This is an optimization exercise on Yosys and OpenROAD, whose aim is small area, not a production implementation. Only simulation tests tie the RTL to the original design; equivalence was not proved. No activity file was given, so power comes from the tool's default toggle rates.

## run A
==> flow/design.v (excerpt) <==
module P14_Pong(
    output VGA_RED,
    output VGA_GREEN,
    output VGA_BLUE,
    output VGA_HSYNC,
    output VGA_VSYNC,
	 output LED_0,
	 output LED_1,
	 output LED_2,
	 output LED_3,
	 output LED_4,
	 output LED_5,
	 output LED_6,
	 output LED_7,
	 input  ROT_A,
	 input  ROT_B,
	 input  SW_0,
	 input  SW_1,
	 input  SW_2,
	 input  SW_3,
	 input  RST,
	 input  CLK
);
For scale: ~490 cells after synthesis, roughly 68 flip-flops, roughly 3500 µm² of cells after synthesis.
==> flow/config.mk <==
export PLATFORM = sky130hd
export DESIGN_NAME = P14_Pong
export DESIGN_NICKNAME = P14_Pong
export VERILOG_FILES = /design/flow/design.v
export SDC_FILE = /design/flow/constraint.sdc
export NUM_CORES = 4
export LEC_CHECK = 0
export CAP_MARGIN = 20
export CORE_MARGIN = 2
export CORE_UTILIZATION = 40
export SLEW_MARGIN = 20
==> flow/constraint.sdc <==
create_clock -name core_clock -period 10.0 [get_ports {CLK}]
set_input_delay 2.0000 -clock core_clock [delete_from_list [all_inputs] [get_ports {CLK}]]
set_output_delay 2.0000 -clock core_clock [all_outputs]
set_load 0.01 [all_outputs]
standard.sh (not shown) runs the stock make flow with config.mk's settings and CLKGATE_MAP_FILE= SYNTH_SCRIPT=/design/flow/synth_recipe.tcl, a recipe that flattens the netlist after the stock synthesis.
==> flow/flow/run.sh <==
#!/bin/bash
# Own layout flow: the standard flow (standard.sh) with
#  - an area-oriented synthesis: ABC maps with flow/area.abc, adders are left
#    to ABC instead of full/half-adder cells, no Kogge-Stone carry lookahead;
#  - port buffers of the smallest buffer cell;
#  - a clock tree of small clock buffers without dummy loads.
# Each tool's output is in standard.log and in orfs/logs/.
set -euo pipefail
W=$(pwd)
export AREA_ABC_SCRIPT=$W/flow/area.abc
export BUFFER_PORTS_ARGS="-buffer_cell sky130_fd_sc_hd__buf_1"
export CTS_ARGS="-sink_clustering_enable -repair_clock_nets -dont_use_dummy_load -buf_list sky130_fd_sc_hd__clkbuf_16 -sink_clustering_size 80 -sink_clustering_max_diameter 500"
bash standard.sh SYNTH_SCRIPT=$W/flow/area_synth.tcl ADDER_MAP_FILE= SYNTH_OPERATIONS_ARGS=-booth finish > $W/standard.log 2>&1
==> flow/flow/area.abc <==
strash
dc2
dch -f
amap
mfs2 -a
strash
dc2
dch -f
amap
mfs2 -a
strash
dch -f
amap
topo
==> flow/flow/area_synth.tcl <==
# The standard flow's synthesis (synth_recipe.tcl, unchanged) with ABC's cell-mapping script
# replaced by an area-oriented one. Only the mapping of combinational logic
# changes: the registers, their names and their cell types stay as in the
# standard synthesis.
proc abc {args} {
  set i [lsearch -exact $args -script]
  if { $i >= 0 } {
    set args [lreplace $args $i [expr {$i + 1}] -script $::env(AREA_ABC_SCRIPT)]
  }
  yosys abc {*}$args
}
source [file join [file dirname $::env(FLOW_CONFIG)] synth_recipe.tcl]
Run A completed end to end with timing, DRC and antenna clean.
diff inputs: run A => run B
==> flow/flow/run.sh <==
#!/bin/bash
# Own layout flow: the standard flow (standard.sh) with
#  - an area-oriented synthesis: synth_recipe.tcl unchanged, except that ABC
#    maps the combinational logic with flow/area.abc, adders are left to ABC
#    instead of full/half-adder cells, and the Kogge-Stone carry lookahead map
#    is not used (the registers come out exactly as in the standard synthesis);
#  - port buffers of the smallest buffer cell (every port is still buffered);
#  - a clock tree of clkbuf_8 cells without dummy loads.
# The make output is in standard.log; each ORFS step's log is in orfs/logs/.
set -euo pipefail
W=$(pwd)
export AREA_ABC_SCRIPT=$W/flow/area.abc
export BUFFER_PORTS_ARGS="-buffer_cell sky130_fd_sc_hd__buf_1"
export CTS_ARGS="-sink_clustering_enable -repair_clock_nets -dont_use_dummy_load -buf_list sky130_fd_sc_hd__clkbuf_4 -distance_between_buffers 500 -branching_point_buffers_distance 500"
bash standard.sh SYNTH_SCRIPT=$W/flow/area_synth.tcl ADDER_MAP_FILE= SYNTH_OPERATIONS_ARGS=-booth finish > $W/standard.log 2>&1
Notes after the runs:
Lower clock network power share among run A and run B: run B
The leakage power number comes out lower for run B vs run A.
Sort run A and run B by setup slack after layout, ascending, and run A comes first.
In the route summary, run B ends up with a via count below that of run A.
Edits applied to the flow inputs when going from run B to run C:
--- a/flow/flow/run.sh
+++ b/flow/flow/run.sh
@@ -12,4 +12,4 @@
 export AREA_ABC_SCRIPT=$W/flow/area.abc
 export BUFFER_PORTS_ARGS="-buffer_cell sky130_fd_sc_hd__buf_1"
-export CTS_ARGS="-sink_clustering_enable -repair_clock_nets -dont_use_dummy_load -buf_list sky130_fd_sc_hd__clkbuf_4 -distance_between_buffers 500 -branching_point_buffers_distance 500"
+export CTS_ARGS="-sink_clustering_enable -repair_clock_nets -dont_use_dummy_load -buf_list sky130_fd_sc_hd__clkbuf_8"
 bash standard.sh SYNTH_SCRIPT=$W/flow/area_synth.tcl ADDER_MAP_FILE= SYNTH_OPERATIONS_ARGS=-booth finish > $W/standard.log 2>&1
Findings:
Between run C and run B, the total via count after detailed routing does not differ in any meaningful way.
Clock latency at the later pin of the worst-skew pair, run C and run B: lower on run C
Compared with run B, run C shows a higher detailed-route wire length per cell.
On power, the higher figure sits with run C, not run B.
Of run C and run B, run B shows the lower number of detailed-routing iterations run before antenna repair, with run C above it.
Proportion of power drawn by the clock network was higher in the run labelled run C.
Run C vs. run B: worst clock skew went down by 0.0082 ns.
Between run B and run C, the flow reports DRC marker count from the first detailed-route iteration increasing by more than 10%.
Run C vs run B: wire length up slightly
### run C -> run D
--- a/flow/flow/run.sh
+++ b/flow/flow/run.sh
@@ -12,4 +12,4 @@
 export AREA_ABC_SCRIPT=$W/flow/area.abc
 export BUFFER_PORTS_ARGS="-buffer_cell sky130_fd_sc_hd__buf_1"
-export CTS_ARGS="-sink_clustering_enable -repair_clock_nets -dont_use_dummy_load -buf_list sky130_fd_sc_hd__clkbuf_8"
+export CTS_ARGS="-repair_clock_nets -dont_use_dummy_load -buf_list sky130_fd_sc_hd__clkbuf_4"
 bash standard.sh SYNTH_SCRIPT=$W/flow/area_synth.tcl ADDER_MAP_FILE= SYNTH_OPERATIONS_ARGS=-booth finish > $W/standard.log 2>&1
Run D did not stop at any stage, and its layout met the timing, DRC and antenna checks.
Delta (run D minus run C): data-path buffer share of cell area in the final layout level; data arrival time of the critical path barely changed; global-route wire length before repair lost 0.44%; met3 capacity usage during global routing saw a decrease.
Total power after layout of run D falls short of that of run C by a little under 10%.

## re-timing with driven ports
In the flow no input, the clock included, has a driving cell. The finished layouts below were timed again as built, in two steps. Step 1: set_driving_cell puts a clkbuf_16 on CLK and a buf_2 on each other input, an assumption about the parent block. Step 2 also shifts input and output timing later by t, the mid clock arrival at the registers, as if the neighbouring blocks saw the same clock. Three values: ideal ports, drivers, drivers and shift; two values: the first two.
run | shift t [ns] | setup WS [ns] | cell pins on the clock port's net
run A | 0.356 | 4.327 / 4.340 / 3.984 | 1
run B | 0.420 | 4.460 / 4.466 / 4.046 | 1
run C | 0.358 | 4.371 / 4.379 / 4.020 | 1
run D | 0.420 | 4.460 / 4.466 / 4.046 | 1
After both steps setup and hold are still met in every run listed.
